This is an optimization exercise on Yosys and OpenROAD, whose aim is small area, not a production implementation. RTL that was checked went through simulation tests only; none was proved equivalent to the original. Function not checked in run 3: the RTL went through the layout flow alone. Power and IR drop assume default switching activity.

### flow/config.mk
export PLATFORM = sky130hd
export DESIGN_NAME = snake_top
export DESIGN_NICKNAME = snake_top
export VERILOG_FILES = /design/flow/design.v
export SDC_FILE = /design/flow/constraint.sdc
export NUM_CORES = 4
export LEC_CHECK = 0
export CAP_MARGIN = 20
export CORE_MARGIN = 2
export CORE_UTILIZATION = 60
export SLEW_MARGIN = 20
### flow/constraint.sdc
create_clock -name core_clock -period 20.0 [get_ports {CLOCK_50}]
set_input_delay 4.0000 -clock core_clock [delete_from_list [all_inputs] [get_ports {CLOCK_50}]]
set_output_delay 4.0000 -clock core_clock [all_outputs]
set_load 0.01 [all_outputs]
### flow/design.v
module snake_top(
	input CLOCK_50,
	input [4:0] KEY,            
	output [3:0] VGA_R,
	output [3:0] VGA_G,
	output [3:0] VGA_B,
	output VGA_HS,
	output VGA_VS,
	output [6:0] HEX0,
	output [6:0] HEX1,
	output [6:0] HEX2,
	output [6:0] HEX3,
	output [6:0] HEX4,
	output [6:0] HEX5
);
wire reset = ~KEY[4];
reg clk25;
reg [9:0] hcount;
reg [9:0] vcount;
wire [9:0] vinc = vcount + 10'd1;
wire hend = hcount[9] && hcount[8] && hcount[4:0] == 5'd31;    
always @(posedge CLOCK_50 or posedge reset) begin
	if (reset) begin
		clk25 <= 0;
		hcount <= 0;
		vcount <= 0;
	end else begin
		clk25 <= ~clk25;
		if (!clk25) begin
			if (hend) begin
				hcount <= 0;
				vcount <= (vcount[9] && vcount[3] && vcount[2]) ? 10'd0 : vinc;    
			end else
				hcount <= hcount + 10'd1;
		end
	end
end
assign VGA_HS = ~((hcount >= 656) && (hcount < 752));
assign VGA_VS = ~((vcount >= 490) && (vcount < 492));
wire display_on = (hcount < 640) && (vcount < 480);
reg ld;
reg [2:0] qt;          
reg [3:0] qo;          
reg [5:0] w;           
wire j0 = (qt == 0) && (qo == 0);
wire tick = ld && (w == 63);
always @(posedge CLOCK_50 or posedge reset) begin
	if (reset) begin
		ld <= 0;
		qt <= 0;
		qo <= 0;
		w <= 62;
	end else begin
		if ((j0 && !ld) || tick)
			w <= w + 6'd1;
		if (ld) begin
			if (!tick) begin
				ld <= 0;
				qt <= 6;
				qo <= 3;
			end
		end else if (j0) begin
			ld <= 1;
		end else if (qo == 0) begin
			qo <= 9;
			qt <= qt - 3'd1;
		end else
			qo <= qo - 4'd1;
	end
end
reg [1:0] direction;
always @(posedge CLOCK_50 or posedge reset) begin
	if (reset)
		direction <= 2'b01;
	else begin
		if (KEY[0] && direction != 2'b10) direction <= 2'b00;
		else if (KEY[1] && direction != 2'b11) direction <= 2'b01;
		else if (KEY[2] && direction != 2'b00) direction <= 2'b10;
		else if (KEY[3] && direction != 2'b01) direction <= 2'b11;
	end
end
reg game_over;
reg [5:0] hx;
reg [4:0] hy;
reg [5:0] ax;
reg [4:0] ay;
reg [5:0] lfsr_x;
reg [4:0] lfsr_y;
reg [3:0] lt;          
reg [3:0] lo;          
reg sat;               
reg [2:0] zt;          
reg [3:0] zo;          
reg [5:0] tx;          
reg [4:0] ty;
reg lc_d;              
reg coll;              
reg [5:0] clr_x;       
reg clr_f;
reg [1:0] ring [0:64];
wire [1:0] tap = ring[64];
wire wall = (hx >= 39) || (hy >= 29) || (hx <= 1) || (hy == 0);
wire eat = (hx == ax) && (hy == ay);
wire go_tick = tick && !game_over;
wire move = go_tick && !coll && !wall;
wire len64 = (lt > 6) || (lt == 6 && lo >= 4);
wire grow_vis = eat && !len64;
wire len_wrap = eat && (lt == 12) && (lo == 7);
wire len0 = (lt == 0) && (lo == 0);
reg [5:0] px_w;
reg [4:0] py_w;
reg vis;               
reg vprev;             
wire cvis = vis || sat;
wire zero_j = (zt == qt) && (zo == qo);
wire last_vis = !vprev;
wire last_cvis = !(vprev || sat) || (qt == 6 && qo == 3);
always @(posedge CLOCK_50 or posedge reset) begin
	if (reset)
		vprev <= 1;
	else
		vprev <= ld ? 1'b0 : vis;
end
always @(posedge CLOCK_50)
	vis <= ld ? len64 : (vis || ({1'b0, qt} == lt && qo == lo));
always @(posedge CLOCK_50) begin : ring_rot
	integer p;
	for (p = 1; p <= 64; p = p + 1)
		ring[p] <= ring[p-1];
	ring[0] <= move ? direction : tap;
end
reg ge;                
always @(posedge CLOCK_50)
	ge <= ld ? !(zt == 6 && zo == 4) : (ge && !zero_j);
reg [5:0] nx;
reg [4:0] ny;
always @(*) begin
	nx = px_w;
	ny = py_w;
	if (ge && !zero_j)
		ny = py_w - 5'd1;
	else if (!zero_j)
		case (tap)
			2'b00: ny = py_w - 5'd1;
			2'b01: nx = px_w + 6'd1;
			2'b10: ny = py_w + 5'd1;
			2'b11: nx = px_w - 6'd1;
		endcase
end
always @(posedge CLOCK_50) begin
	if (ld || !cvis) begin
		px_w <= tx;
		py_w <= ty;
	end else begin
		px_w <= nx;
		py_w <= ny;
	end
end
reg [38:2] mask;
reg bld;
reg built;
wire hblank = (hcount >= 640);
wire [4:0] mask_row = hblank ? vinc[8:4] : vcount[8:4];
wire start = ld && !tick && hblank && !built;
reg pend;
wire first_move = (zt == 0) && (zo == 0);
wire set_en = ld ? (move && !(len0 && !eat) && !first_move) : (bld && vis);
wire mhit = pend || (set_en && py_w == mask_row);
wire [5:0] maddr = pend ? clr_x : px_w;
always @(posedge CLOCK_50) begin
	if (ld)
		bld <= start;
	if (start)
		built <= 1;
	else if (!hblank)
		built <= 0;
	pend <= move && !grow_vis && !len_wrap && clr_f;
end
always @(posedge CLOCK_50) begin : mask_blk
	integer x;
	if (start || (move && len_wrap))
		mask <= 0;
	else
		for (x = 2; x <= 38; x = x + 1)
			if (mhit && maddr == x)
				mask[x] <= !pend;
end
always @(posedge CLOCK_50)
	if (!ld && last_vis) begin
		clr_x <= px_w;
		clr_f <= (py_w == mask_row) && !zero_j;
	end
always @(posedge CLOCK_50 or posedge reset) begin
	if (reset) begin
		game_over <= 0;
		lfsr_x <= 6'b101001;
		lfsr_y <= 5'b11011;
		ax <= 10;
		ay <= 7;
		hx <= 20;
		hy <= 15;
		lt <= 1;
		lo <= 0;
		sat <= 0;
		zt <= 0;
		zo <= 0;
		tx <= 20;          
		ty <= 23;          
		lc_d <= 0;
		coll <= 0;
	end else begin
		sat <= sat | len64;
		if (ld)
			coll <= 0;
		else begin
			if (cvis && !j0 && px_w == hx && py_w == hy)
				coll <= 1;
		end
		lc_d <= !ld && last_cvis;
		if (!ld && j0 && !first_move) begin
			hx <= nx;
			hy <= ny;
		end
		if (!ld && lc_d && w == 62 && !(grow_vis && !sat)) begin
			tx <= px_w;
			ty <= py_w;
		end
		if (go_tick) begin
			lfsr_x <= {lfsr_x[4:0], lfsr_x[5] ^ lfsr_x[2]};
			lfsr_y <= {lfsr_y[3:0], lfsr_y[4] ^ lfsr_y[2]};
			if (lfsr_x <= 1 || lfsr_x >= 39) lfsr_x <= 5;
			if (lfsr_y <= 1 || lfsr_y >= 29) lfsr_y <= 5;
			if (coll || wall)
				game_over <= 1;
		end
		if (move) begin
			if (!(zt == 6 && zo == 4)) begin
				if (zo == 9) begin
					zo <= 0;
					zt <= zt + 3'd1;
				end else
					zo <= zo + 4'd1;
			end
			if (eat) begin
				if (len_wrap) begin
					lt <= 0;
					lo <= 0;
				end else if (lo == 9) begin
					lo <= 0;
					lt <= lt + 4'd1;
				end else
					lo <= lo + 4'd1;
				ax <= lfsr_x % 40;
				ay <= lfsr_y % 30;
			end
		end
	end
end
wire [5:0] cell_x = hcount[9:4];
wire [4:0] cell_y = vcount[8:4];
wire [31:0] mlo = {mask[31:2], 2'b00};
wire [7:0] mhi = {1'b0, mask[38:32]};
wire mbit = cell_x[5] ? mhi[cell_x[2:0]] : mlo[cell_x[4:0]];
wire hit_snake = mbit && mask_row != 0 && !(pend && cell_x == clr_x);
wire hit_apple = (cell_x == ax) && (cell_y == ay);
wire border = (hcount < 29) || (hcount >= 624) || (vcount < 16) || (vcount >= 464);
reg [3:0] hsub;        
reg [2:0] tc;          
reg [2:0] tl;          
reg [3:0] vsub;        
reg [3:0] tr;          
always @(posedge CLOCK_50 or posedge reset) begin
	if (reset)
		tr <= 15;
	else if (!clk25 && hend) begin
		if (vcount == 200)
			tr <= 0;
		else if (vsub == 9 && tr != 15)
			tr <= tr + 4'd1;
	end
end
always @(posedge CLOCK_50) begin
	if (!clk25) begin
		if (hcount == 200) begin
			hsub <= 0;
			tc <= 0;
			tl <= 0;
		end else if (hsub == 9) begin
			hsub <= 0;
			if (tc == 5) begin
				tc <= 0;
				if (!tl[2]) tl <= tl + 3'd1;
			end else
				tc <= tc + 3'd1;
		end else
			hsub <= hsub + 4'd1;
		if (hend) begin
			if (vcount == 200 || vsub == 9)
				vsub <= 0;
			else
				vsub <= vsub + 4'd1;
		end
	end
end
reg [4:0] grow;
always @(*) begin
	case ({tr[3], tl[1:0], tr[2:0]})
		6'b000000: grow = 5'b11111;
		6'b000001: grow = 5'b00001;
		6'b000010: grow = 5'b00001;
		6'b000011: grow = 5'b11001;
		6'b000100: grow = 5'b10001;
		6'b000101: grow = 5'b10001;
		6'b000110: grow = 5'b11111;
		6'b001000: grow = 5'b11111;
		6'b001001: grow = 5'b10001;
		6'b001010: grow = 5'b10001;
		6'b001011: grow = 5'b11111;
		6'b001100: grow = 5'b10001;
		6'b001101: grow = 5'b10001;
		6'b001110: grow = 5'b10001;
		6'b010000: grow = 5'b10001;
		6'b010001: grow = 5'b10001;
		6'b010010: grow = 5'b11011;
		6'b010011: grow = 5'b10101;
		6'b010100: grow = 5'b10001;
		6'b010101: grow = 5'b10001;
		6'b010110: grow = 5'b10001;
		6'b011000: grow = 5'b11111;
		6'b011001: grow = 5'b00001;
		6'b011010: grow = 5'b00001;
		6'b011011: grow = 5'b00111;
		6'b011100: grow = 5'b00001;
		6'b011101: grow = 5'b00001;
		6'b011110: grow = 5'b11111;
		6'b100000: grow = 5'b11111;
		6'b100001: grow = 5'b10001;
		6'b100010: grow = 5'b10001;
		6'b100011: grow = 5'b10001;
		6'b100100: grow = 5'b10001;
		6'b100101: grow = 5'b10001;
		6'b100110: grow = 5'b11111;
		6'b101000: grow = 5'b10001;
		6'b101001: grow = 5'b10001;
		6'b101010: grow = 5'b10001;
		6'b101011: grow = 5'b10001;
		6'b101100: grow = 5'b01010;
		6'b101101: grow = 5'b01010;
		6'b101110: grow = 5'b00100;
		6'b110000: grow = 5'b11111;
		6'b110001: grow = 5'b00001;
		6'b110010: grow = 5'b00001;
		6'b110011: grow = 5'b00111;
		6'b110100: grow = 5'b00001;
		6'b110101: grow = 5'b00001;
		6'b110110: grow = 5'b11111;
		6'b111000: grow = 5'b01111;
		6'b111001: grow = 5'b10001;
		6'b111010: grow = 5'b10001;
		6'b111011: grow = 5'b01111;
		6'b111100: grow = 5'b00101;
		6'b111101: grow = 5'b01001;
		6'b111110: grow = 5'b10001;
		6'b000111: grow = 5'b11111;
		6'b001111: grow = 5'b10001;
		6'b010111: grow = 5'b10001;
		6'b011111: grow = 5'b11111;
		6'b100111: grow = 5'b11111;
		6'b101111: grow = 5'b00100;
		6'b110111: grow = 5'b11111;
		6'b111111: grow = 5'b10001;
		default: grow = 5'b00000;
	endcase
end
wire text = !tl[2] && (tr[2:0] != 7) && (tc != 5) && grow[tc];
reg [3:0] r, g, b;
always @(*) begin
	if (game_over) begin
		r = 4'hF;
		g = text ? 4'hF : 4'h0;
		b = text ? 4'hF : 4'h0;
	end else if (hit_snake) begin
		r = 4'h0; g = 4'hF; b = 4'h0;
	end else if (hit_apple) begin
		r = 4'hF; g = 4'h0; b = 4'h0;
	end else if (border) begin
		r = 4'h0; g = 4'hA; b = 4'hA;
	end else begin
		r = 4'h0; g = 4'h0; b = 4'h0;
	end
end
assign VGA_R = display_on ? r : 4'h0;
assign VGA_G = display_on ? g : 4'h0;
assign VGA_B = display_on ? b : 4'h0;
assign HEX0[0] = !((lo[3]) || (!lo[0] && !lo[2]) || (lo[0] && lo[2]) || (lo[1]));
assign HEX0[1] = !((!lo[2]) || (!lo[0] && !lo[1]) || (lo[0] && lo[1]));
assign HEX0[2] = (!lo[0] && lo[1] && !lo[2]);
assign HEX0[3] = (lo[0] && !lo[1] && !lo[2] && !lo[3]) || (!lo[0] && !lo[1] && lo[2]) || (lo[0] && lo[1] && lo[2]);
assign HEX0[4] = (!lo[1] && lo[2]) || (lo[0]);
assign HEX0[5] = (lo[0] && !lo[2] && !lo[3]) || (lo[1] && !lo[2]) || (lo[0] && lo[1]);
assign HEX0[6] = (!lo[1] && !lo[2] && !lo[3]) || (lo[0] && lo[1] && lo[2]);
assign HEX1[0] = !((lt[1] && !lt[3]) || (!lt[1] && lt[3]) || (!lt[0] && !lt[2]) || (lt[0] && lt[2]));
assign HEX1[1] = !((!lt[0] && !lt[1] && !lt[3]) || (lt[0] && lt[1] && !lt[3]) || (!lt[1] && !lt[2]) || (!lt[0] && !lt[2]));
assign HEX1[2] = (!lt[0] && lt[1] && !lt[2] && !lt[3]) || (lt[2] && lt[3]);
assign HEX1[3] = (lt[0] && !lt[1] && !lt[2] && !lt[3]) || (!lt[0] && !lt[1] && lt[2] && !lt[3]) || (!lt[0] && lt[1] && lt[3]) || (lt[0] && lt[1] && lt[2]);
assign HEX1[4] = (!lt[1] && lt[2] && !lt[3]) || (lt[0] && !lt[3]) || (lt[0] && !lt[1]);
assign HEX1[5] = !((lt[3]) || (!lt[1] && lt[2]) || (!lt[0] && lt[2]) || (!lt[0] && !lt[1]));
assign HEX1[6] = (!lt[1] && !lt[2] && !lt[3]) || (lt[2] && lt[3]) || (lt[0] && lt[1] && lt[2]);
assign HEX2 = 7'b1111111;
assign HEX3 = 7'b1111111;
assign HEX4 = 7'b1111111;
assign HEX5 = 7'b1111111;
endmodule
### flow/flow/run.sh
#!/bin/bash
# The standard ORFS layout (standard.sh, unchanged) with two settings
# passed through the environment:
#  - the port buffers that buffer_ports inserts use the smallest buffer
#    (every input and output port still gets its own buffer);
#  - clock tree synthesis clusters the flip-flops up to 10 to a buffer
#    within 40 um, uses clkbuf_4 and adds no dummy loads.
# standard.sh's output goes to standard.log; ORFS keeps each tool's log
# under orfs/logs/.
set -o pipefail
export BUFFER_PORTS_ARGS="-buffer_cell sky130_fd_sc_hd__buf_1"
export CTS_ARGS="-sink_clustering_enable -repair_clock_nets -sink_clustering_size 10 -sink_clustering_max_diameter 50 -buf_list sky130_fd_sc_hd__clkbuf_4 -dont_use_dummy_load"
bash standard.sh > standard.log 2>&1
### flow/standard.sh
#!/bin/bash
# synth_recipe.tcl (not shown) runs the flow's synth.tcl, then flattens the netlist and writes it again
# the make line also repeats each setting of config.mk as NAME=value (left out here)
make -C /OpenROAD-flow-scripts/flow DESIGN_CONFIG=/design/flow/config.mk WORK_HOME=/design/flow/orfs CLKGATE_MAP_FILE= SYNTH_SCRIPT=/design/flow/synth_recipe.tcl "${@:-finish}"
==> run_results.csv, run 1 <==
group,metric,value,unit
die,die_h,155,microns
detailed_routing,post_drt_wl_per_cell,16.5,microns
die,floorplan.initialDensity,60.6,%
clock_tree,clk-insertion-delay-late,660,ps
detailed_routing,drt_pass1_iterations,5,
die,io_pins,62,
place,numPlacedInstances,1630,
synthesis,yosys_register_bits,309,
synthesis,sequential_element_share_of_the_synthesized_area,51.2,%
finish,design.final.nets,1439,
detailed_routing,detail-route-antenna-nets,0,
synthesis,unique_masters_post_synth,80,
finish,mostFrequentLayoutCell,"sky130_fd_sc_hd__dfxtp_1",
sta,setup_viol_count_final,0,
outcome,result_of_the_run,"no timing/DRC/antenna violations",
die,num_rows,55,
detailed_routing,drc_errors,0,
critical_path,max_stage_delay,770,ps
sta,max_slew_violation_count,0,
power,p_per_area,65.4,mW/mm^2
critical_path,endpoint,"VGA_B[3]",
sta,period_share,39.0,%
critical_path,timing.critical_path.cells,"inv_1 > ha_1 > nand2b_1 > a21oi_1 > nor3_1 > a211oi_1 > o311a_1 > o311ai_0 > a2bb2o_1 > buf_1",
global_route,maximum_number_of_pins_on_one_net_before_global_route_repair,63,
global_route,grt_usage,23.4,%
clock_tree,htreeDepth,2,
synthesis,netlist_top_cells_area,"sky130_fd_sc_hd__dfxtp_1 27%, sky130_fd_sc_hd__dfrtp_1 13%, sky130_fd_sc_hd__dfstp_2 6.9%",
critical_path,endpoint_required_time_on_the_critical_path,16000,ps
finish,area_growth,3.11,%
detailed_routing,drt_iter0_markers,664,
finish,post_layout_instance_area,0.0141,sq mm
synthesis,syn-mean-instance-area,9.89,sq um
synthesis,synth-edff-count,22,
finish,post_route_cells_drive_above_1_share,9.09,%
clock_tree,cts.root.buffer_cell,"sky130_fd_sc_hd__clkbuf_4",
synthesis,synth.yosys.warnings,2,
place,port-buffer-count,33,
die,dieArea,0.0240,sq mm
detailed_routing,avgViaCountPerCell,5.81,
global_route,grt_remaining_overflow,0,
die,core-area,0.0225,sq mm
sta,setup_tns,0,ps
detailed_routing,dr_total_vias,9712,
critical_path,critical_path.reg2reg.endpoint,"tl[0]",
synthesis,synth-async-reset-ratio,34.0,%
critical_path,slowest_stage,"sky130_fd_sc_hd__o311ai_0",
finish,finalNonFillerCells,1672,
sta,timing.clock.skew,103,ps
place,place_congestion,0.856,
critical_path,worstSetupStartpointType,"flip-flop",
sta,final.setup.worst_slack,12190,ps
min_path,class_of_the_most_critical_hold_timing_path,"reg2reg",
synthesis,commonest_register_cell_after_synthesis,"sky130_fd_sc_hd__dfxtp_1",
synthesis,synthCells,1379,
critical_path,r2r_slack,16920,ps
sta,max_slew_margin,29.1,%
global_route,wire_length_of_the_first_global_routing_pass,45.9,mm
global_route,grt_pass1_vias,9085,
place,dp_worst_setup_slack,12850,ps
critical_path,worst-setup-path-type,"reg2out",
place,place.detailed.hpwl,18.7,mm
critical_path,critical_path.reg2reg.startpoint,"hcount[5]",
finish,mostFrequentLayoutCells,"182 x sky130_fd_sc_hd__dfxtp_1, 148 x sky130_fd_sc_hd__nand2_1, 112 x sky130_fd_sc_hd__nor2_1",
sta,max_clock_freq,128,MHz
clock_tree,cts_post_setup_buffers_inserted,0,
synthesis,post-synth-top-area-fraction,26.7,%
sta,finalCriticalPeriod,7810,ps
critical_path,critPathCaptureType,"primary output",
finish,nFillCells,1917,
clock_tree,postCtsHoldBufs,0,
critical_path,path_max_fanout,10,
power,power.ir.vdd_worst,62.4,uV
clock_tree,cts_max_path_buffers,3,
clock_tree,cts.repair.resized,0,
power,p_leak,0.00559,uW
job,max-cap-violations,0,
sta,worst_pin_slew,1060,ps
synthesis,synth_largest_area_cell,"sky130_fd_sc_hd__dfxtp_1",
min_path,min_path_cells,0,
die,die_w,155,microns
critical_path,timing.critical_path.from,"tr[1]",
clock_tree,clock_transition_at_the_registers_of_the_reported_paths,90,ps
critical_path,reg2regPathDepth,6,
synthesis,synthesis.area,0.0136,sq mm
place,place_area,0.0138,sq mm
clock_tree,cts_buffers,41,
sta,finalHoldViolations,0,
detailed_routing,detail_route.wirelength,27.5,mm
global_route,grt_antenna_before_repair,1,
clock_tree,cts_tree,"done",
clock_tree,numClockSinks,309,
sta,grt_setup_unrepaired,"false",
critical_path,cp.arrival,3810,ps
## cells in the mapped netlist, types with 9 or more instances
cell	number
sky130_fd_sc_hd__dfxtp_1	182
sky130_fd_sc_hd__nand2_1	148
sky130_fd_sc_hd__nor2_1	112
sky130_fd_sc_hd__o21ai_0	92
sky130_fd_sc_hd__dfrtp_1	69
sky130_fd_sc_hd__a21oi_1	59
sky130_fd_sc_hd__xnor2_1	59
sky130_fd_sc_hd__clkbuf_1	55
sky130_fd_sc_hd__ha_1	44
sky130_fd_sc_hd__inv_1	43
sky130_fd_sc_hd__nand3_1	41
sky130_fd_sc_hd__dfstp_2	36
sky130_fd_sc_hd__buf_4	35
sky130_fd_sc_hd__nor3_1	35
sky130_fd_sc_hd__xor2_1	31
sky130_fd_sc_hd__nand4_1	28
sky130_fd_sc_hd__edfxtp_1	22
sky130_fd_sc_hd__a32oi_1	21
sky130_fd_sc_hd__nand2b_1	19
sky130_fd_sc_hd__nor2b_1	19
sky130_fd_sc_hd__mux2i_1	15
sky130_fd_sc_hd__a22oi_1	12
sky130_fd_sc_hd__mux2_2	12
sky130_fd_sc_hd__nor4_1	12
sky130_fd_sc_hd__a31oi_1	9
sky130_fd_sc_hd__and3_1	9
## report_power, final
group | switching, uW | internal [uW]
combinational | 7.85 | 1.61
sequential | 0.870 | 626
clock | 189 | 94.5
total | 197 | 722
## worst min path at each step
| stage | startpoint | endpoint | slack, ps |
|---|---|---|---|
| 2_1_floorplan | ring[9][0] | ring[10][0] | 310 |
| 3_3_place_gp | ring[53][0] | ring[54][0] | 310 |
| 3_5_place_dp | ring[26][1] | ring[27][1] | 310 |
| 4_1_cts | ring[27][0] | ring[28][0] | 290 |
| 5_1_grt | ring[27][0] | ring[28][0] | 300 |
| 6_report | ring[27][0] | ring[28][0] | 290 |
## registers in the layout, indices dropped and copies added, names as in the netlist, 5 cells and up
signal	flops
hx	6
w	6
vcount	10
ty	5
ay	5
hy	5
ring	130
py_w	5
ax	6
px_w	6
tx	6
lfsr_y	5
mask	37
hcount	10
clr_x	6
lfsr_x	6
## kinds of logic (layout without fill, tap and decap cells)
kind of cell,after synthesis,after routing,synth area share [%]
AOI/OAI and AO/OA,271,271,12.7
adders and majority gates,45,45,4.18
buffers and inverters,149,129,5.32
and+or+nand+nor,477,477,17.1
muxes,34,34,3.25
other,1,29,0.0275
xor gates and xnor gates,93,93,6.27
DFF,309,309,51.2
## layer usage
metal,vias to the layer above,wire (microns),GRT usage [%]
met2,254,12300,36.5
met5,-,0,0
li1,4789,-,-
met3,47,1250,3.73
met1,4622,13400,33.9
met4,0,554,6.66
## through the flow
step           power (uW)  util (%)  hold slack [ps]
4_1_cts               933      62.5              288
3_5_place_dp          650      61.1              312
2_1_floorplan         648         -              310
6_report              919      62.5              286
3_3_place_gp          649      61.1              311
5_1_grt               958      62.5              296
## final cells by class
type | instances | area [sq um] | share of cell area [%]
Inverter | 44 | 165 | 1.17
Antenna cell | 1 | 2.50 | 0.0178
Multi-Input combinational cell | 948 | 6040 | 43.0
Tap cell | 285 | 357 | 2.54
Sequential cell | 309 | 6980 | 49.6
Timing Repair Buffer | 44 | 210 | 1.49
Clock buffer | 41 | 308 | 2.19
## worst max-delay path: cells and delay by family, from the launching register on
kind	cells	cell delay, ps
compound gates	5	1610
buf+inv	2	210
fa+ha+maj	1	420
flops	1	630
simple gates	2	350
==> run 2: changes to the inputs <==
--- a/flow/flow/run.sh
+++ b/flow/flow/run.sh
@@ -11,3 +11,3 @@
 export BUFFER_PORTS_ARGS="-buffer_cell sky130_fd_sc_hd__buf_1"
-export CTS_ARGS="-sink_clustering_enable -repair_clock_nets -sink_clustering_size 10 -sink_clustering_max_diameter 50 -buf_list sky130_fd_sc_hd__clkbuf_4 -dont_use_dummy_load"
+export CTS_ARGS="-sink_clustering_enable -repair_clock_nets -sink_clustering_size 10 -sink_clustering_max_diameter 40 -buf_list sky130_fd_sc_hd__clkbuf_4 -dont_use_dummy_load"
 bash standard.sh > standard.log 2>&1
==> run 2 against run 1 <==
Effect of this change: non-clock buffer count did not move; clock power rose by 2%; sequential power barely moved; flip-flop and latch count did not move; count of clock-buffer cells in the layout rose by 3; critical path depth did not move; combinational power barely moved; via count fell by 0.22%; worst setup slack improved by 26 ps; sequential share of layout area fell by 0.079 points; critical endpoint unchanged.
==> run_results.csv, run 2 <==
group,metric,value,unit
critical_path,critical_path_buf_inv_count,2,
critical_path,dominant_delay_contributor_by_cell_family_on_the_critical_path,"compound AO/OA/AOI/OAI gates",
sta,setup_viol_count_final,0,
synthesis,synth-async-reset-ratio,34.0,%
finish,area_growth,3.27,%
power,p_per_area,65.6,mW/mm^2
clock_tree,numClockSinks,309,
critical_path,endpoint_required_time_on_the_critical_path,16000,ps
clock_tree,cts_post_setup_buffers_inserted,0,
clock_tree,cts.repair.resized,0,
finish,post_route_cells_drive_above_1_share,9.29,%
finish,nFillCells,1915,
detailed_routing,avgViaCountPerCell,5.79,
sta,period_share,38.9,%
detailed_routing,detail-route-antenna-nets,0,
synthesis,syn-mean-instance-area,9.89,sq um
min_path,class_of_the_most_critical_hold_timing_path,"reg2reg",
finish,largest_register_ffs,130,
synthesis,ys_top_cells_by_count,"182 x sky130_fd_sc_hd__dfxtp_1, 148 x sky130_fd_sc_hd__nand2_1, 112 x sky130_fd_sc_hd__nor2_1, 92 x sky130_fd_sc_hd__o21ai_0, 69 x sky130_fd_sc_hd__dfrtp_1",
sta,worst_pin_slew,1020,ps
critical_path,worst-setup-path-type,"reg2out",
critical_path,timing.critical_path.cells,"inv_1 > ha_1 > nand2b_1 > a21oi_1 > nor3_1 > a211oi_1 > o311a_1 > o311ai_0 > a2bb2o_1 > buf_1",
die,die_w,155,microns
global_route,wire_length_of_the_first_global_routing_pass,45.9,mm
critical_path,worstSetupStartpointType,"flip-flop",
global_route,grt_remaining_overflow,0,
clock_tree,cts.root.buffer_cell,"sky130_fd_sc_hd__clkbuf_4",
power,p_leak,0.00560,uW
synthesis,synthesis.area,0.0136,sq mm
detailed_routing,drt_pass1_iterations,7,
synthesis,synthCells,1379,
finish,reg_top3,"ring (130), mask (37)",
critical_path,max_stage_delay,740,ps
global_route,grt_usage,23.4,%
critical_path,path_max_fanout,10,
sta,max_slew_violation_count,0,
job,max-cap-violations,0,
synthesis,synth-edff-count,22,
sta,finalHoldViolations,0,
die,dieArea,0.0240,sq mm
clock_tree,postCtsHoldBufs,0,
global_route,grt_pass1_vias,9117,
clock_tree,htreeDepth,2,
synthesis,sequential_element_share_of_the_synthesized_area,51.2,%
synthesis,yosys_register_bits,309,
sta,max_slew_margin,31.3,%
finish,mostFrequentLayoutCells,"182 x sky130_fd_sc_hd__dfxtp_1, 148 x sky130_fd_sc_hd__nand2_1, 112 x sky130_fd_sc_hd__nor2_1",
synthesis,post-synth-top-area-fraction,26.7,%
detailed_routing,post_drt_wl_per_cell,16.4,microns
finish,registers.top_by_ff_count,"ring",
die,num_rows,55,
synthesis,unique_masters_post_synth,80,
sta,grt_setup_unrepaired,"false",
clock_tree,cts_max_path_buffers,3,
die,io_pins,62,
clock_tree,clock_transition_at_the_registers_of_the_reported_paths,90,ps
synthesis,synth_largest_area_cell,"sky130_fd_sc_hd__dfxtp_1",
power,design_power_total,925,uW
sta,max_clock_freq,129,MHz
clock_tree,clk-insertion-delay-late,660,ps
place,place.detailed.hpwl,18.7,mm
synthesis,netlist_top_cells_area,"sky130_fd_sc_hd__dfxtp_1 27%, sky130_fd_sc_hd__dfrtp_1 13%, sky130_fd_sc_hd__dfstp_2 6.9%",
detailed_routing,dr_total_vias,9691,
die,die_h,155,microns
finish,mostFrequentLayoutCell,"sky130_fd_sc_hd__dfxtp_1",
place,port-buffer-count,33,
synthesis,yosysMostFrequentCell,"sky130_fd_sc_hd__dfxtp_1",
place,place_congestion,0.856,
power,power.ir.vdd_worst,66.5,uV
sta,finalCriticalPeriod,7780,ps
die,floorplan.initialDensity,60.6,%
synthesis,commonest_register_cell_after_synthesis,"sky130_fd_sc_hd__dfxtp_1",
synthesis,synth.yosys.warnings,2,
die,core-area,0.0225,sq mm
detailed_routing,drt_iter0_markers,668,
detailed_routing,drc_errors,0,
global_route,grt_antenna_before_repair,1,
clock_tree,cts_tree,"done",
critical_path,cp.arrival,3780,ps
finish,design.final.nets,1442,
sta,timing.clock.skew,87.8,ps
sta,setup_tns,0,ps
critical_path,critPathCaptureType,"primary output",
outcome,result_of_the_run,"no timing/DRC/antenna violations",
critical_path,slowest_stage,"sky130_fd_sc_hd__o311ai_0",
global_route,maximum_number_of_pins_on_one_net_before_global_route_repair,63,
clock_tree,cts_buffers,44,
detailed_routing,detail_route.wirelength,27.4,mm
-- run 2: power by group --
group          internal (uW)  switching, uW  total [uW]  leakage [uW]
clock network            101            188         289      0.000202
logic                   1.61           7.86        9.47       0.00245
registers                626          0.871         626       0.00295
-- run 2: kinds of logic (layout without fill, tap and decap cells) --
| kind of cell | after synthesis | after routing | share of synthesized area (%) |
|---|---|---|---|
| XOR/XNOR | 93 | 93 | 6.27 |
| AO/OA/AOI/OAI | 271 | 271 | 12.7 |
| buffers and inverters | 149 | 132 | 5.32 |
| flip-flops | 309 | 309 | 51.2 |
| multiplexers | 34 | 34 | 3.25 |
| adder cells (fa/ha/maj) | 45 | 45 | 4.18 |
| other | 1 | 29 | 0.0275 |
| AND/OR/NAND/NOR | 477 | 477 | 17.1 |
-- run 2: path summary, 6_finish.rpt --
kind / startpoint / endpoint / slack, ps / cells past startpoint
worst max-delay path: tr[1] / VGA_B[3] / 12220 / 10
worst min-delay path: ring[3][1] / ring[4][1] / 310 / 0
worst max register to register: lt[1] / mask[22] / 16950 / 9
worst min register to register: ring[3][1] / ring[4][1] / 310 / 0
max in group asynchronous: KEY[4] / hcount[4] / 15290 / 2
min in group asynchronous: KEY[4] / zt[1] / 3390 / 1
-- run 2: metal layers --
metal,track usage (%),vias to the layer above,wire [microns]
met3,4.29,58,1250
met4,6.53,0,626
li1,-,4802,-
met1,33.7,4627,13300
met2,36.5,204,12200
met5,0,-,0
-- run 2: per-stage QoR --
stage	setup slack, ps	std cells	area [sq um]	utilization (%)	hold WS (ps)
after CTS	12180	1674	14100	62.6	302
final	12220	1675	14100	62.6	306
after detailed placement	12850	1630	13800	61.1	312
after global routing	11770	1675	14100	62.6	301
after global placement	12910	1630	13700	61.1	311
after floorplan	13260	1406	13700	-	310
-- run 2: final cells by class --
cell class	count	area, sq um	area share [%]
Antenna cell	1	2.50	0.0178
Clock buffer	44	330	2.35
Inverter	44	165	1.17
Multi-Input combinational cell	948	6040	42.9
Sequential cell	309	6980	49.5
Tap cell	285	357	2.53
Timing Repair Buffer	44	210	1.49
==> run 3: changes to the inputs <==
--- a/flow/design.v
+++ b/flow/design.v
@@ -91,4 +91,4 @@
 reg sat;               
-reg [2:0] zt;          
-reg [3:0] zo;          
+reg moved;             
+reg t_init;            
 reg [5:0] tx;          
@@ -114,3 +114,4 @@
 wire cvis = vis || sat;
-wire zero_j = (zt == qt) && (zo == qo);
+reg ge;                
+wire zero_j = ge && (px_w == 20) && (py_w == 15);
 wire last_vis = !vprev;
@@ -131,5 +132,4 @@
 end
-reg ge;                
 always @(posedge CLOCK_50)
-	ge <= ld ? !(zt == 6 && zo == 4) : (ge && !zero_j);
+	ge <= ld ? t_init : (ge && !(zero_j && cvis));
 reg [5:0] nx;
@@ -165,3 +165,3 @@
 reg pend;
-wire first_move = (zt == 0) && (zo == 0);
+wire first_move = !moved;
 wire set_en = ld ? (move && !(len0 && !eat) && !first_move) : (bld && vis);
@@ -204,4 +204,4 @@
 		sat <= 0;
-		zt <= 0;
-		zo <= 0;
+		moved <= 0;
+		t_init <= 1;
 		tx <= 20;          
@@ -226,2 +226,3 @@
 			ty <= py_w;
+			t_init <= ge;
 		end
@@ -236,9 +237,3 @@
 		if (move) begin
-			if (!(zt == 6 && zo == 4)) begin
-				if (zo == 9) begin
-					zo <= 0;
-					zt <= zt + 3'd1;
-				end else
-					zo <= zo + 4'd1;
-			end
+			moved <= 1;
 			if (eat) begin
==> run 3 against run 2 <==
Effect of this change: flip-flop and latch count down 5; synthesized cell count up 1.4%; hold slack better by 2.0 ps; non-clock buffer count down 6; critical path depth down 3; area after synthesis up 1.3%; power down 0.86%; design area up 0.54%; largest cell class unchanged; largest power group unchanged; highest routed layer unchanged.
==> run_results.csv, run 3 <==
group,metric,value,unit
outcome,result_of_the_run,"no timing/DRC/antenna violations",
power,power.net_switching,198,uW
sta,finalHoldViolations,0,
sta,timing.clock.skew,64.5,ps
sta,period_share,37.2,%
job,max-cap-violations,0,
place,port-buffer-count,33,
sta,setup_tns,0,ps
power,p_sw_share,21.6,%
detailed_routing,post_drt_wl_per_cell,17.3,microns
clock_tree,numClockSinks,304,
place,place_congestion,0.859,
detailed_routing,avgViaCountPerCell,5.95,
power,p_leak,0.00566,uW
die,die_h,156,microns
clock_tree,cts_post_setup_buffers_inserted,0,
detailed_routing,drt-met1-wl,14.3,mm
sta,setup_viol_count_final,0,
finish,mostFrequentLayoutCell,"sky130_fd_sc_hd__dfxtp_1",
synthesis,synth.yosys.warnings,2,
detailed_routing,met2_length,12.8,mm
synthesis,commonest_register_cell_after_synthesis,"sky130_fd_sc_hd__dfxtp_1",
finish,finalNonFillerCells,1678,
synthesis,sequential_element_share_of_the_synthesized_area,49.6,%
finish,area_growth,2.51,%
detailed_routing,drt_pass1_iterations,6,
synthesis,ys_top_cells_by_count,"182 x sky130_fd_sc_hd__dfxtp_1, 149 x sky130_fd_sc_hd__nand2_1, 77 x sky130_fd_sc_hd__nor2_1, 68 x sky130_fd_sc_hd__o21ai_0, 63 x sky130_fd_sc_hd__dfrtp_1",
synthesis,yosysMostFrequentCell,"sky130_fd_sc_hd__dfxtp_1",
sta,grt_setup_unrepaired,"false",
die,dieArea,0.0243,sq mm
detailed_routing,drt_iter0_markers,645,
sta,max_slew_violation_count,0,
synthesis,syn-mean-instance-area,9.88,sq um
sta,whs,308,ps
sta,finalCriticalPeriod,7430,ps
detailed_routing,detail_route.wirelength,29.1,mm
synthesis,synthesis.area,0.0138,sq mm
synthesis,post-synth-top-area-fraction,26.4,%
critical_path,cp.arrival,3430,ps
sta,final.setup.worst_slack,12570,ps
synthesis,synthCells,1398,
critical_path,slowest_stage,"sky130_fd_sc_hd__dfrtp_1",
synthesis,yosys_register_bits,304,
global_route,grt_usage,24.3,%
synthesis,synth_largest_area_cell,"sky130_fd_sc_hd__dfxtp_1",
place,dp_worst_setup_slack,13180,ps
power,internal_power,719,uW
critical_path,endpoint_required_time_on_the_critical_path,16000,ps
power,power.clock.fraction,31.7,%
power,p_per_area,64.7,mW/mm^2
critical_path,critPathCaptureType,"primary output",
global_route,maximum_number_of_pins_on_one_net_before_global_route_repair,75,
clock_tree,clock_transition_at_the_registers_of_the_reported_paths,100,ps
detailed_routing,dr_total_vias,9977,
critical_path,path_max_fanout,22,
finish,reg_top3,"ring (130), mask (37)",
clock_tree,cts_max_path_buffers,3,
sta,max_clock_freq,135,MHz
place,numPlacedInstances,1633,
synthesis,synth-async-reset-ratio,32.9,%
power,power_frac_seq,67.2,%
critical_path,max_stage_delay,1000,ps
synthesis,netlist_top_cells_area,"sky130_fd_sc_hd__dfxtp_1 26%, sky130_fd_sc_hd__dfrtp_1 11%, sky130_fd_sc_hd__dfstp_2 7.0%",
power,power.combinational.fraction,1.0,%
finish,mostFrequentLayoutCells,"182 x sky130_fd_sc_hd__dfxtp_1, 149 x sky130_fd_sc_hd__nand2_1, 77 x sky130_fd_sc_hd__nor2_1",
synthesis,synth-edff-count,22,
place,place.detailed.hpwl,19.9,mm
die,io_pins,62,
finish,registers.top_by_ff_count,"ring",
clock_tree,clk-insertion-delay-late,660,ps
finish,final_util,62.6,%
global_route,grt_antenna_before_repair,1,
global_route,grt_pass1_vias,9288,
clock_tree,postCtsHoldBufs,0,
detailed_routing,met3WireLength,1.31,mm
critical_path,worst-setup-path-type,"reg2out",
synthesis,unique_masters_post_synth,84,
detailed_routing,detail-route-antenna-nets,0,
min_path,class_of_the_most_critical_hold_timing_path,"reg2reg",
die,core-area,0.0226,sq mm
clock_tree,cts.root.buffer_cell,"sky130_fd_sc_hd__clkbuf_4",
detailed_routing,highest-signal-layer,"met4",
clock_tree,cts_buffers,44,
global_route,wire_length_of_the_first_global_routing_pass,48.1,mm
finish,design.final.nets,1444,
sta,worst_pin_slew,1100,ps
die,num_rows,55,
clock_tree,htreeDepth,2,
clock_tree,cts_tree,"done",
detailed_routing,drc_errors,0,
die,floorplan.initialDensity,61.0,%
critical_path,worstSetupStartpointType,"flip-flop",
finish,post_route_cells_drive_above_1_share,9.63,%
global_route,grt_remaining_overflow,0,
finish,largest_register_ffs,130,
clock_tree,cts.repair.resized,0,
power,power.ir.vdd_worst,75.6,uV
sta,max_slew_margin,25.9,%
die,die_w,156,microns
critical_path,timing.critical_path.cells,"mux4_2 > and3b_1 > nor3_1 > nor4_1 > nand2_1 > a211oi_1 > buf_1",
==> run 3: cells by family (layout without fill, tap and decap cells) <==
| logic type | after synthesis | count (layout) | synth area share (%) |
|---|---|---|---|
| fa+ha+maj | 44 | 44 | 4.04 |
| xor+xnor | 81 | 81 | 5.14 |
| compound gates | 315 | 315 | 15.3 |
| mux | 41 | 41 | 3.94 |
| other cells | 1 | 29 | 0.0271 |
| buf+inv | 174 | 141 | 6.09 |
| flops | 304 | 304 | 49.6 |
| simple gates | 438 | 438 | 15.9 |
==> run 3: worst max-delay path, delay by kind of cell, from the launching register on <==
kind | cells | cell delay (ps)
simple gates | 4 | 930
mux | 1 | 380
flops | 1 | 1000
compound gates | 1 | 320
buf+inv | 1 | 180
==> run 3: final timing paths <==
check	from	slack, ps	cells past startpoint	end
worst max register to register	w[4]	16870	6	mask[29]
worst min register to register	ring[40][0]	310	0	ring[41][0]
worst min-delay path	ring[40][0]	310	0	ring[41][0]
min in group asynchronous	KEY[4]	3310	1	vcount[1]
worst max-delay path	hcount[4]	12570	7	VGA_G[0]
max in group asynchronous	KEY[4]	15360	2	lo[1]
==> run 3: final cells by class <==
class	count	area, sq um
Antenna cell	1	2.50
Clock buffer	44	330
Fill cell	1964	8480
Inverter	59	221
Multi-Input combinational cell	947	6230
Sequential cell	304	6850
Tap cell	285	357
Timing Repair Buffer	38	165
==> run 3: through the flow <==
step | total power, uW | area [sq um]
after global placement | 639 | 13800
after floorplan | 638 | 13900
after global routing | 954 | 14200
after detailed placement | 639 | 13800
after CTS | 930 | 14200
final | 917 | 14200
==> run 3: metal layers <==
metal	up-vias	track usage [%]
met4	0	7.03
met5	-	0
met1	4800	35.4
met3	56	4.03
met2	227	37.6
li1	4894	-
==> run 3: power by group through the flow <==
stage | sequential, uW | combinational, uW | clock (uW)
global placement | 629 | 9.57 | 0
finish | 616 | 9.49 | 291
detailed placement | 629 | 9.70 | 0
floorplan | 629 | 8.58 | 0
global route | 617 | 11.0 | 326
CTS | 616 | 9.75 | 304
==> run 4: changes to the inputs <==
--- a/flow/design.v
+++ b/flow/design.v
@@ -115,3 +115,3 @@
 reg ge;                
-wire zero_j = ge && (px_w == 20) && (py_w == 15);
+wire zero_j = ge && (py_w == 15);    
 wire last_vis = !vprev;
==> run 4 against run 3 <==
Effect of this change: non-clock buffer count rose by 4; count of clock-buffer cells in the layout fell by 2; register-to-register slack got worse by 390 ps; die area shrank 2.4%; critical path depth grew 3; critical endpoint is now VGA_G[3].
==> run_results.csv, run 4 <==
group,metric,value,unit
outcome,result_of_the_run,"no timing/DRC/antenna violations",
finish,mostFrequentLayoutCell,"sky130_fd_sc_hd__dfxtp_1",
min_path,worstHoldStart,"ring[2][1]",
global_route,maximum_number_of_pins_on_one_net_before_global_route_repair,75,
power,power.ir.vdd_worst,56.3,uV
critical_path,critPathCaptureType,"primary output",
critical_path,path_max_fanout,9,
critical_path,worst-setup-path-type,"reg2out",
detailed_routing,drc_errors,0,
sta,setup_viol_count_final,0,
critical_path,worstSetupStartpointType,"flip-flop",
power,p_leak,0.00562,uW
clock_tree,postCtsHoldBufs,0,
sta,finalCriticalPeriod,7890,ps
sta,period_share,39.4,%
detailed_routing,avgViaCountPerCell,5.74,
synthesis,synth.yosys.warnings,2,
synthesis,unique_masters_post_synth,85,
critical_path,critical_path.reg2reg.startpoint,"w[2]",
critical_path,r2r_slack,16480,ps
critical_path,slowest_stage,"sky130_fd_sc_hd__dfstp_2",
sta,worst_pin_slew,939,ps
clock_tree,cts.repair.resized,0,
synthesis,post-synth-top-area-fraction,27.0,%
critical_path,critical_path.reg2reg.endpoint,"mask[3]",
sta,setup_tns,0,ps
synthesis,synth-async-reset-ratio,32.9,%
die,floorplan.initialDensity,61.4,%
sta,whs,311,ps
global_route,grt_remaining_overflow,0,
clock_tree,htreeDepth,2,
finish,mostFrequentLayoutCells,"182 x sky130_fd_sc_hd__dfxtp_1, 156 x sky130_fd_sc_hd__nand2_1, 97 x sky130_fd_sc_hd__nor2_1",
place,numPlacedInstances,1596,
detailed_routing,drt_pass1_iterations,6,
die,dieArea,0.0237,sq mm
finish,largest_register_ffs,130,
synthesis,dominant_combinational_cell_family_by_area_after_synthesis,"simple AND/OR/NAND/NOR gates",
clock_tree,clk-insertion-delay-late,660,ps
finish,area_growth,3.19,%
critical_path,cp.arrival,3890,ps
global_route,grt_antenna_before_repair,1,
die,die_w,154,microns
detailed_routing,drt_iter0_markers,679,
synthesis,sequential_element_share_of_the_synthesized_area,50.9,%
critical_path,endpoint_required_time_on_the_critical_path,16000,ps
synthesis,synthesis.area,0.0135,sq mm
sta,grt_setup_unrepaired,"false",
sta,finalHoldViolations,0,
synthesis,yosys-mux-area-fraction,4.89,%
synthesis,synth-compound-area-share,14.0,%
power,p_per_area,65.3,mW/mm^2
detailed_routing,dr_total_vias,9411,
global_route,wire_length_of_the_first_global_routing_pass,45.0,mm
global_route,grt_usage,23.1,%
die,die_h,154,microns
synthesis,synth-edff-count,22,
clock_tree,cts.root.buffer_cell,"sky130_fd_sc_hd__clkbuf_4",
synthesis,synthCells,1354,
synthesis,commonest_register_cell_after_synthesis,"sky130_fd_sc_hd__dfxtp_1",
clock_tree,numClockSinks,304,
synthesis,ys_top_cells_by_count,"182 x sky130_fd_sc_hd__dfxtp_1, 156 x sky130_fd_sc_hd__nand2_1, 97 x sky130_fd_sc_hd__nor2_1, 96 x sky130_fd_sc_hd__o21ai_0, 65 x sky130_fd_sc_hd__a21oi_1",
sta,final.setup.worst_slack,12110,ps
critical_path,max_stage_delay,630,ps
synthesis,synth-xor-area-share,5.72,%
critical_path,reg2regPathDepth,7,
die,io_pins,62,
detailed_routing,detail_route.wirelength,26.9,mm
place,dp_worst_setup_slack,12740,ps
synthesis,syn-mean-instance-area,9.95,sq um
place,place_congestion,0.882,
synthesis,netlist_top_cells_area,"sky130_fd_sc_hd__dfxtp_1 27%, sky130_fd_sc_hd__dfrtp_1 12%, sky130_fd_sc_hd__dfstp_2 7.2%",
synthesis,yosysMostFrequentCell,"sky130_fd_sc_hd__dfxtp_1",
finish,post_route_cells_drive_above_1_share,11.0,%
min_path,hold_path_end,"ring[3][1]",
clock_tree,clock_transition_at_the_registers_of_the_reported_paths,90,ps
finish,final_util,63.3,%
synthesis,synth_largest_area_cell,"sky130_fd_sc_hd__dfxtp_1",
detailed_routing,post_drt_wl_per_cell,16.4,microns
finish,reg_top3,"ring (130), mask (37)",
clock_tree,cts_tree,"done",
critical_path,worst_path_most_repeated_cell,"sky130_fd_sc_hd__a211oi_1",
sta,max_slew_violation_count,0,
synthesis,synth-adder-area-share,4.05,%
clock_tree,cts_post_setup_buffers_inserted,0,
min_path,min_path_cells,0,
place,port-buffer-count,33,
clock_tree,cts_buffers,42,
finish,finalNonFillerCells,1639,
detailed_routing,detail-route-antenna-nets,0,
finish,registers.top_by_ff_count,"ring",
place,place.detailed.hpwl,18.6,mm
synthesis,synth_simple_gate_area_share,15.0,%
min_path,class_of_the_most_critical_hold_timing_path,"reg2reg",
sta,timing.clock.skew,74.4,ps
die,core-area,0.0220,sq mm
finish,design.final.nets,1409,
critical_path,timing.critical_path.cells,"inv_1 > ha_1 > nand2_1 > and3_1 > mux4_2 > or4_1 > a211oi_1 > o21ai_0 > a211oi_1 > buf_1",
sta,max_slew_margin,37.4,%
sta,max_clock_freq,127,MHz
global_route,grt_pass1_vias,8871,
clock_tree,cts_max_path_buffers,3,
die,num_rows,54,
synthesis,yosys_register_bits,304,
job,max-cap-violations,0,
## run 4: changes by cell type in the layout (fill, tap and decap cells not counted), moves of 11 or more
cell                       previous run  this run
sky130_fd_sc_hd__a22o_1              21         4
sky130_fd_sc_hd__o21ai_1             21         6
sky130_fd_sc_hd__mux2_2              17        29
sky130_fd_sc_hd__nor2_1              77        97
sky130_fd_sc_hd__o211ai_1            18         4
sky130_fd_sc_hd__xnor2_1             53        42
sky130_fd_sc_hd__o21ai_0             68        95
sky130_fd_sc_hd__and2_1              14         3
sky130_fd_sc_hd__xor2_1              28        46
sky130_fd_sc_hd__a21boi_1             0        16
## run 4: stage by stage
| step | power [uW] | cell area (sq um) |
|---|---|---|
| floorplan | 638 | 13600 |
| global placement | 639 | 13600 |
| detailed placement | 639 | 13600 |
| CTS | 921 | 13900 |
| global route | 943 | 13900 |
| finish | 907 | 13900 |
## run 4: cell families after synthesis
family / Yosys count
mux: 51
fa+ha+maj: 43
flops: 304
other cells: 1
buf+inv: 155
simple gates: 417
compound gates: 295
xor+xnor: 88
## run 4: routing by layer
metal,routed length (microns),global-route usage [%]
met4,608,7.39
met2,12100,35.8
met1,13100,33.6
met3,1060,3.61
met5,0,0
## run 4: worst max-delay path by stage
stage	cells past startpoint	start	slack [ps]	end
after floorplan	11	tr[1]	12730	VGA_G[3]
after global placement	10	tr[1]	12890	VGA_G[3]
after detailed placement	10	tr[1]	12740	VGA_G[3]
after CTS	10	tr[1]	12080	VGA_G[3]
after global routing	10	tr[1]	11910	VGA_G[1]
final	10	tr[1]	12110	VGA_G[3]
## run 4: layout make-up
| class | instances | area [sq um] |
|---|---|---|
| Multi-Input combinational cell | 922 | 6010 |
| Clock buffer | 42 | 315 |
| Fill cell | 1859 | 8060 |
| Antenna cell | 1 | 2.50 |
| Timing Repair Buffer | 42 | 195 |
| Sequential cell | 304 | 6850 |
| Tap cell | 280 | 350 |
| Inverter | 48 | 180 |
## run 4: power by group
group / total [uW] / leakage [uW] / switching (uW) / internal [uW]
Combinational: 9.51 / 0.00254 / 7.54 / 1.96
Sequential: 616 / 0.00289 / 0.825 / 615
Clock: 281 / 0.000193 / 185 / 96.7
Total: 907 / 0.00562 / 193 / 714
## run 4: critical path, delay by kind of cell, from the launching register on
family | cells | cell delay [ps]
AOI/OAI and AO/OA | 3 | 860
and+or+nand+nor | 3 | 650
DFF | 1 | 630
muxes | 1 | 460
adders and majority gates | 1 | 400
buffers and inverters | 2 | 320
==> run 5: changes to the inputs <==
==> flow/run.sh (new file) <==
#!/bin/bash
# synth_recipe.tcl (not shown) runs the flow's synth.tcl, then flattens the netlist and writes it again
# the make line also repeats each setting of config.mk as NAME=value (left out here)
make -C /OpenROAD-flow-scripts/flow DESIGN_CONFIG=/design/flow/config.mk WORK_HOME=/design/flow/orfs CLKGATE_MAP_FILE= SYNTH_SCRIPT=/design/flow/synth_recipe.tcl finish
--- a/flow/config.mk
+++ b/flow/config.mk
@@ -10,2 +10,5 @@
 export CORE_UTILIZATION = 60
+export CTS_BUF_LIST = sky130_fd_sc_hd__clkbuf_8
+export CTS_CLUSTER_DIAMETER = 60
+export CTS_CLUSTER_SIZE = 16
 export SLEW_MARGIN = 20
removed: flow/flow/run.sh
removed: flow/standard.sh
==> run 5 against run 4 <==
Effect of this change: still clean; worst setup slack lost 330 ps; critical path depth unchanged; register-to-register slack worse by 110 ps; synthesized cell count unchanged; flip-flop and latch count unchanged; die area unchanged.
==> run_results.csv, run 5 <==
group,metric,value,unit
outcome,result_of_the_run,"no timing/DRC/antenna violations",
critical_path,slowest_stage,"sky130_fd_sc_hd__dfstp_2",
detailed_routing,dr_total_vias,9443,
finish,registers.top_by_ff_count,"ring",
power,p_sw_share,23.2,%
finish,design.final.nets,1395,
detailed_routing,detail-route-antenna-nets,0,
global_route,maximum_number_of_pins_on_one_net_before_global_route_repair,55,
detailed_routing,met3WireLength,1.11,mm
finish,post_route_cells_drive_above_1_share,10.6,%
power,p_per_area,68.5,mW/mm^2
critical_path,timing.critical_path.from,"tr[1]",
power,internal_power,752,uW
clock_tree,postCtsHoldBufs,0,
job,max-cap-violations,0,
critical_path,critPathCaptureType,"primary output",
die,dieArea,0.0237,sq mm
synthesis,post-synth-top-area-fraction,27.0,%
sta,worst_pin_slew,900,ps
global_route,grt_remaining_overflow,0,
detailed_routing,post_drt_wl_per_cell,16.3,microns
critical_path,timing.critical_path.cells,"inv_1 > ha_1 > nand2_1 > and3_1 > mux4_2 > or4_1 > a211oi_1 > o21ai_0 > a211oi_1 > clkdlybuf4s50_1",
global_route,wire_length_of_the_first_global_routing_pass,44.9,mm
synthesis,synthesis.area,0.0135,sq mm
detailed_routing,met2_length,11.9,mm
clock_tree,cts_buffers,27,
synthesis,yosysMostFrequentCell,"sky130_fd_sc_hd__dfxtp_1",
finish,mostFrequentLayoutCell,"sky130_fd_sc_hd__dfxtp_1",
detailed_routing,highest-signal-layer,"met4",
clock_tree,cts_post_setup_buffers_inserted,0,
sta,grt_setup_unrepaired,"false",
synthesis,synth-edff-count,22,
global_route,grt_antenna_before_repair,0,
critical_path,critical_path_buf_inv_count,2,
detailed_routing,drc_errors,0,
synthesis,commonest_register_cell_after_synthesis,"sky130_fd_sc_hd__dfxtp_1",
min_path,worstHoldStart,"ring[49][0]",
finish,final_util,65.1,%
finish,largest_register_ffs,130,
power,power.combinational.fraction,1.0,%
critical_path,cp.arrival,4220,ps
clock_tree,cts_max_path_buffers,3,
synthesis,netlist_top_cells_area,"sky130_fd_sc_hd__dfxtp_1 27%, sky130_fd_sc_hd__dfrtp_1 12%, sky130_fd_sc_hd__dfstp_2 7.2%",
synthesis,ys_top_cells_by_count,"182 x sky130_fd_sc_hd__dfxtp_1, 156 x sky130_fd_sc_hd__nand2_1, 97 x sky130_fd_sc_hd__nor2_1, 96 x sky130_fd_sc_hd__o21ai_0, 65 x sky130_fd_sc_hd__a21oi_1",
die,die_h,154,microns
synthesis,dominant_combinational_cell_family_by_area_after_synthesis,"simple AND/OR/NAND/NOR gates",
die,die_w,154,microns
synthesis,synth-adder-area-share,4.05,%
synthesis,unique_masters_post_synth,85,
detailed_routing,drt_iter0_markers,618,
global_route,grt_usage,23.0,%
synthesis,synth-xor-area-share,5.72,%
critical_path,dominant_delay_contributor_by_cell_family_on_the_critical_path,"compound AO/OA/AOI/OAI gates",
finish,area_growth,6.05,%
critical_path,path_max_fanout,9,
synthesis,synth_largest_area_cell,"sky130_fd_sc_hd__dfxtp_1",
place,place.detailed.hpwl,18.4,mm
critical_path,max_stage_delay,630,ps
min_path,class_of_the_most_critical_hold_timing_path,"reg2reg",
clock_tree,cts.repair.resized,0,
power,power.net_switching,227,uW
finish,antenna_cells,0,
sta,max_slew_violation_count,0,
synthesis,synth.yosys.warnings,2,
clock_tree,cts_tree,"done",
global_route,grt_pass1_vias,8859,
clock_tree,htreeDepth,1,
clock_tree,clock_transition_at_the_registers_of_the_reported_paths,100,ps
die,core-area,0.0220,sq mm
clock_tree,clk-insertion-delay-late,590,ps
critical_path,worst_path_most_repeated_cell,"sky130_fd_sc_hd__a211oi_1",
detailed_routing,detail_route.wirelength,26.8,mm
die,io_pins,62,
sta,period_share,41.1,%
detailed_routing,avgViaCountPerCell,5.75,
die,floorplan.initialDensity,61.4,%
sta,setup_viol_count_final,0,
synthesis,syn-mean-instance-area,9.95,sq um
detailed_routing,drt_pass1_iterations,5,
clock_tree,numClockSinks,304,
critical_path,critical_path.reg2reg.startpoint,"ld",
sta,finalHoldViolations,0,
sta,finalCriticalPeriod,8220,ps
synthesis,yosys_register_bits,304,
clock_tree,cts.root.buffer_cell,"sky130_fd_sc_hd__clkbuf_8",
power,power.clock.fraction,36.0,%
power,p_leak,0.00579,uW
critical_path,worstSetupStartpointType,"flip-flop",
detailed_routing,drt-met1-wl,13.0,mm
place,port-buffer-count,33,
finish,mostFrequentLayoutCells,"182 x sky130_fd_sc_hd__dfxtp_1, 156 x sky130_fd_sc_hd__nand2_1, 97 x sky130_fd_sc_hd__nor2_1",
synthesis,yosys-mux-area-fraction,4.89,%
die,num_rows,54,
sta,setup_tns,0,ps
synthesis,synthCells,1354,
synthesis,synth_simple_gate_area_share,15.0,%
power,power.ir.vdd_worst,81.4,uV
critical_path,worst-setup-path-type,"reg2out",
sta,max_slew_margin,40.0,%
critical_path,endpoint_required_time_on_the_critical_path,16000,ps
sta,timing.clock.skew,18.5,ps
synthesis,sequential_element_share_of_the_synthesized_area,50.9,%
synthesis,synth-async-reset-ratio,32.9,%
synthesis,synth-compound-area-share,14.0,%
sta,max_clock_freq,122,MHz
place,place_congestion,0.874,
power,power_frac_seq,63.0,%
finish,reg_top3,"ring (130), mask (37)",
run 5: cell count changes in the layout (fill, tap and decap cells not counted), moves of 2 or more:
cell	before	now
sky130_fd_sc_hd__buf_1	32	0
sky130_fd_sc_hd__clkbuf_4	43	0
sky130_fd_sc_hd__clkdlybuf4s50_1	0	32
sky130_fd_sc_hd__buf_4	9	11
sky130_fd_sc_hd__inv_1	47	53
sky130_fd_sc_hd__inv_6	0	6
sky130_fd_sc_hd__clkbuf_8	0	27
sky130_fd_sc_hd__clkinv_4	0	4
run 5: per-stage QoR:
| stage | instances | total power (uW) | hold WS [ps] | instance area, sq um | worst slack (ps) |
|---|---|---|---|---|---|
| global placement | 1597 | 640 | 311 | 13800 | 12470 |
| global route | 1642 | 1010 | 336 | 14300 | 11420 |
| floorplan | 1381 | 638 | 310 | 13600 | 12730 |
| CTS | 1642 | 991 | 327 | 14300 | 11750 |
| detailed placement | 1597 | 640 | 312 | 13800 | 12400 |
| finish | 1642 | 979 | 320 | 14300 | 11780 |
run 5: power by group through the flow:
stage / registers, uW / logic (uW) / clock network [uW]
2_1_floorplan: 629 / 8.58 / 0
3_3_place_gp: 629 / 10.2 / 0
3_5_place_dp: 629 / 10.4 / 0
4_1_cts: 616 / 10.3 / 365
5_1_grt: 617 / 11.6 / 386
6_report: 616 / 10.1 / 352
run 5: layout make-up:
class | count | area [sq um]
tap | 280 | 350
clock inverter | 18 | 134
inverter | 48 | 180
fill | 1824 | 7670
sequential | 304 | 6850
timing repair buffer | 43 | 403
clock buffer | 27 | 372
multi-input combinational | 922 | 6000
run 5: worst paths after layout:
check,end,slack (ps),cells past startpoint
hold reg to reg,ring[50][0],320,0
hold / removal,ring[50][0],320,0
max in group asynchronous,hx[0],15420,2
setup / recovery,VGA_G[1],11780,10
setup reg to reg,mask[3],16370,6
min in group asynchronous,hcount[1],3420,1
run 5: cells by family (layout without fill, tap and decap cells):
family	count (synthesis)	after routing
AND/OR/NAND/NOR	417	417
flip-flops	304	304
AO/OA/AOI/OAI	295	295
buffers and inverters	155	136
XOR/XNOR	88	88
multiplexers	51	51
adder cells (fa/ha/maj)	43	43
other	1	28
run 5: routing by layer:
| metal | vias to the layer above | global-route usage [%] |
|---|---|---|
| met5 | - | 0 |
| met4 | 0 | 7.03 |
| met3 | 49 | 2.71 |
| met2 | 229 | 36.1 |
| met1 | 4498 | 33.7 |
| li1 | 4667 | - |
==> run 6: changes to the inputs <==
--- a/flow/design.v
+++ b/flow/design.v
@@ -91,4 +91,4 @@
 reg sat;               
-reg moved;             
-reg t_init;            
+reg [2:0] zt;          
+reg [3:0] zo;          
 reg [5:0] tx;          
@@ -114,4 +114,3 @@
 wire cvis = vis || sat;
-reg ge;                
-wire zero_j = ge && (py_w == 15);    
+wire zero_j = (zt == qt) && (zo == qo);
 wire last_vis = !vprev;
@@ -132,4 +131,5 @@
 end
+reg ge;                
 always @(posedge CLOCK_50)
-	ge <= ld ? t_init : (ge && !(zero_j && cvis));
+	ge <= ld ? !(zt == 6 && zo == 4) : (ge && !zero_j);
 reg [5:0] nx;
@@ -165,3 +165,3 @@
 reg pend;
-wire first_move = !moved;
+wire first_move = (zt == 0) && (zo == 0);
 wire set_en = ld ? (move && !(len0 && !eat) && !first_move) : (bld && vis);
@@ -204,4 +204,4 @@
 		sat <= 0;
-		moved <= 0;
-		t_init <= 1;
+		zt <= 0;
+		zo <= 0;
 		tx <= 20;          
@@ -226,3 +226,2 @@
 			ty <= py_w;
-			t_init <= ge;
 		end
@@ -237,3 +236,9 @@
 		if (move) begin
-			moved <= 1;
+			if (!(zt == 6 && zo == 4)) begin
+				if (zo == 9) begin
+					zo <= 0;
+					zt <= zt + 3'd1;
+				end else
+					zo <= zo + 4'd1;
+			end
 			if (eat) begin
==> run 6 against run 5 <==
Effect of this change: global-route usage grew 0.23 points; final cell count grew 2.1%; critical endpoint is now VGA_B[1]; combinational power is essentially flat; clock skew shrank 1.1 ps; non-clock buffer count grew 1; still clean.
==> run_results.csv, run 6 <==
group,metric,value,unit
sta,final.setup.worst_slack,11820,ps
clock_tree,numClockSinks,309,
global_route,grt_remaining_overflow,0,
place,place_area,0.0140,sq mm
synthesis,unique_masters_post_synth,80,
job,max-cap-violations,0,
place,port-buffer-count,33,
clock_tree,postCtsHoldBufs,0,
synthesis,synth.yosys.warnings,2,
sta,max_clock_freq,122,MHz
finish,antenna_cells,0,
clock_tree,cts_max_path_buffers,3,
synthesis,synth-async-reset-ratio,34.0,%
clock_tree,cts_buffers,27,
synthesis,netlist_top_cells_area,"sky130_fd_sc_hd__dfxtp_1 27%, sky130_fd_sc_hd__dfrtp_1 13%, sky130_fd_sc_hd__dfstp_2 6.9%",
sta,worst_pin_slew,1170,ps
sta,period_share,40.9,%
finish,reg_top3,"ring (130), mask (37)",
die,core-area,0.0225,sq mm
critical_path,cp.arrival,4180,ps
critical_path,timing.critical_path.cells,"inv_1 > ha_1 > nand2b_1 > a21oi_1 > nor3_1 > a211oi_1 > o311a_1 > o311ai_0 > a2bb2o_1 > clkdlybuf4s50_1",
detailed_routing,dr_total_vias,9623,
global_route,maximum_number_of_pins_on_one_net_before_global_route_repair,62,
place,dp_worst_setup_slack,12450,ps
finish,mostFrequentLayoutCells,"182 x sky130_fd_sc_hd__dfxtp_1, 148 x sky130_fd_sc_hd__nand2_1, 112 x sky130_fd_sc_hd__nor2_1",
detailed_routing,avgViaCountPerCell,5.74,
sta,timing.clock.skew,17.4,ps
place,place_congestion,0.873,
synthesis,synthesis.area,0.0136,sq mm
power,power.ir.vdd_worst,82.1,uV
finish,post_layout_instance_area,0.0145,sq mm
clock_tree,clk-insertion-delay-late,590,ps
critical_path,path_max_fanout,10,
clock_tree,cts_post_setup_buffers_inserted,0,
critical_path,critical_path.reg2reg.startpoint,"lt[1]",
critical_path,slowest_stage,"sky130_fd_sc_hd__o311ai_0",
sta,max_slew_margin,21.4,%
global_route,grt_pass1_vias,9009,
sta,finalHoldViolations,0,
finish,area_growth,6.60,%
synthesis,commonest_register_cell_after_synthesis,"sky130_fd_sc_hd__dfxtp_1",
critical_path,dominant_delay_contributor_by_cell_family_on_the_critical_path,"compound AO/OA/AOI/OAI gates",
detailed_routing,drt_iter0_markers,728,
synthesis,yosysMostFrequentCell,"sky130_fd_sc_hd__dfxtp_1",
min_path,min_path_cells,0,
critical_path,cp_num_cells,10,
sta,finalCriticalPeriod,8180,ps
min_path,hold_path_end,"ring[15][0]",
detailed_routing,detail-route-antenna-nets,0,
global_route,grt_usage,23.2,%
critical_path,max_stage_delay,790,ps
power,p_per_area,70.9,mW/mm^2
synthesis,synth-edff-count,22,
critical_path,critPathCaptureType,"primary output",
sta,whs,321,ps
die,die_w,155,microns
detailed_routing,drt_pass1_iterations,5,
clock_tree,htreeDepth,1,
finish,post_route_cells_drive_above_1_share,9.05,%
critical_path,critical_path.reg2reg.endpoint,"mask[22]",
critical_path,critical_path_buf_inv_count,2,
die,io_pins,62,
detailed_routing,drc_errors,0,
global_route,grt_antenna_before_repair,0,
place,place.detailed.hpwl,18.7,mm
die,dieArea,0.0240,sq mm
critical_path,r2r_slack,16740,ps
finish,largest_register_ffs,130,
synthesis,syn-mean-instance-area,9.89,sq um
finish,design.final.nets,1425,
synthesis,post-synth-top-area-fraction,26.7,%
detailed_routing,detail_route.wirelength,27.6,mm
detailed_routing,post_drt_wl_per_cell,16.4,microns
global_route,wire_length_of_the_first_global_routing_pass,46.0,mm
synthesis,ys_top_cells_by_count,"182 x sky130_fd_sc_hd__dfxtp_1, 148 x sky130_fd_sc_hd__nand2_1, 112 x sky130_fd_sc_hd__nor2_1, 92 x sky130_fd_sc_hd__o21ai_0, 69 x sky130_fd_sc_hd__dfrtp_1",
synthesis,yosys_register_bits,309,
finish,registers.top_by_ff_count,"ring",
clock_tree,cts_tree,"done",
sta,setup_tns,0,ps
die,num_rows,55,
finish,mostFrequentLayoutCell,"sky130_fd_sc_hd__dfxtp_1",
critical_path,worstSetupStartpointType,"flip-flop",
outcome,result_of_the_run,"no timing/DRC/antenna violations",
clock_tree,cts.root.buffer_cell,"sky130_fd_sc_hd__clkbuf_8",
critical_path,endpoint_required_time_on_the_critical_path,16000,ps
die,floorplan.initialDensity,60.6,%
sta,max_slew_violation_count,0,
min_path,class_of_the_most_critical_hold_timing_path,"reg2reg",
synthesis,synth_largest_area_cell,"sky130_fd_sc_hd__dfxtp_1",
critical_path,worst-setup-path-type,"reg2out",
clock_tree,cts.repair.resized,0,
sta,grt_setup_unrepaired,"false",
critical_path,reg2regPathDepth,9,
clock_tree,clock_transition_at_the_registers_of_the_reported_paths,90,ps
power,p_leak,0.00579,uW
synthesis,synthCells,1379,
finish,final_util,64.6,%
die,die_h,155,microns
sta,setup_viol_count_final,0,
synthesis,sequential_element_share_of_the_synthesized_area,51.2,%
min_path,worstHoldStart,"ring[14][0]",
## run 6: final cells by class
type / count / area (sq um)
multi-input cells: 948 / 6040
clock buffers: 28 / 385
fillers: 1885 / 7960
inverters: 44 / 165
well taps: 285 / 357
repair buffers: 44 / 410
flip-flops and latches: 309 / 6980
clock inverters: 19 / 203
## run 6: cells by family (layout without fill, tap and decap cells)
group           Yosys count  after routing  synth area share (%)
compound gates          271            271                  12.7
other cells               1             28                0.0275
mux                      34             34                  3.25
xor+xnor                 93             93                  6.27
flops                   309            309                  51.2
fa+ha+maj                45             45                  4.18
buf+inv                 149            135                  5.32
simple gates            477            477                  17.1
## run 6: how the worst max path moves through the flow
stage                      from       end  slack [ps]
after global routing      tr[1]  VGA_B[1]       11580
final                     tr[1]  VGA_B[1]       11820
after floorplan           tr[1]  VGA_B[3]       13260
after global placement    tr[1]  VGA_B[1]       12540
after detailed placement  tr[1]  VGA_B[1]       12450
after CTS                 tr[1]  VGA_B[1]       11790
## run 6: routing by layer
| layer | track usage [%] | wire [microns] | vias to the layer above |
|---|---|---|---|
| met5 | 0 | 0 | - |
| met4 | 6.22 | 660 | 0 |
| met3 | 3.17 | 1130 | 52 |
| met2 | 35.3 | 12100 | 211 |
| met1 | 35.1 | 13700 | 4592 |
| li1 | - | - | 4768 |
## run 6: per-stage QoR
step / total power (uW) / cells
after floorplan: 648 / 1406
after global placement: 650 / 1630
after detailed placement: 650 / 1630
after CTS: 1040 / 1677
after global routing: 1060 / 1677
final: 1030 / 1677
## run 6: where the power goes
group | switching, uW | leakage, uW | internal (uW)
sequential | 0.915 | 0.00295 | 625
combinational | 7.82 | 0.00253 | 2.13
clock | 219 | 0.000311 | 175
total | 228 | 0.00579 | 803

Check on run 6: ideal ports give 11.823 ns setup slack; a clkbuf_16 on the clock port and buf_2 on the inputs give 11.779 ns; moving port delays by the midpoint clock arrival (0.627 ns) as well gives 12.407 ns.
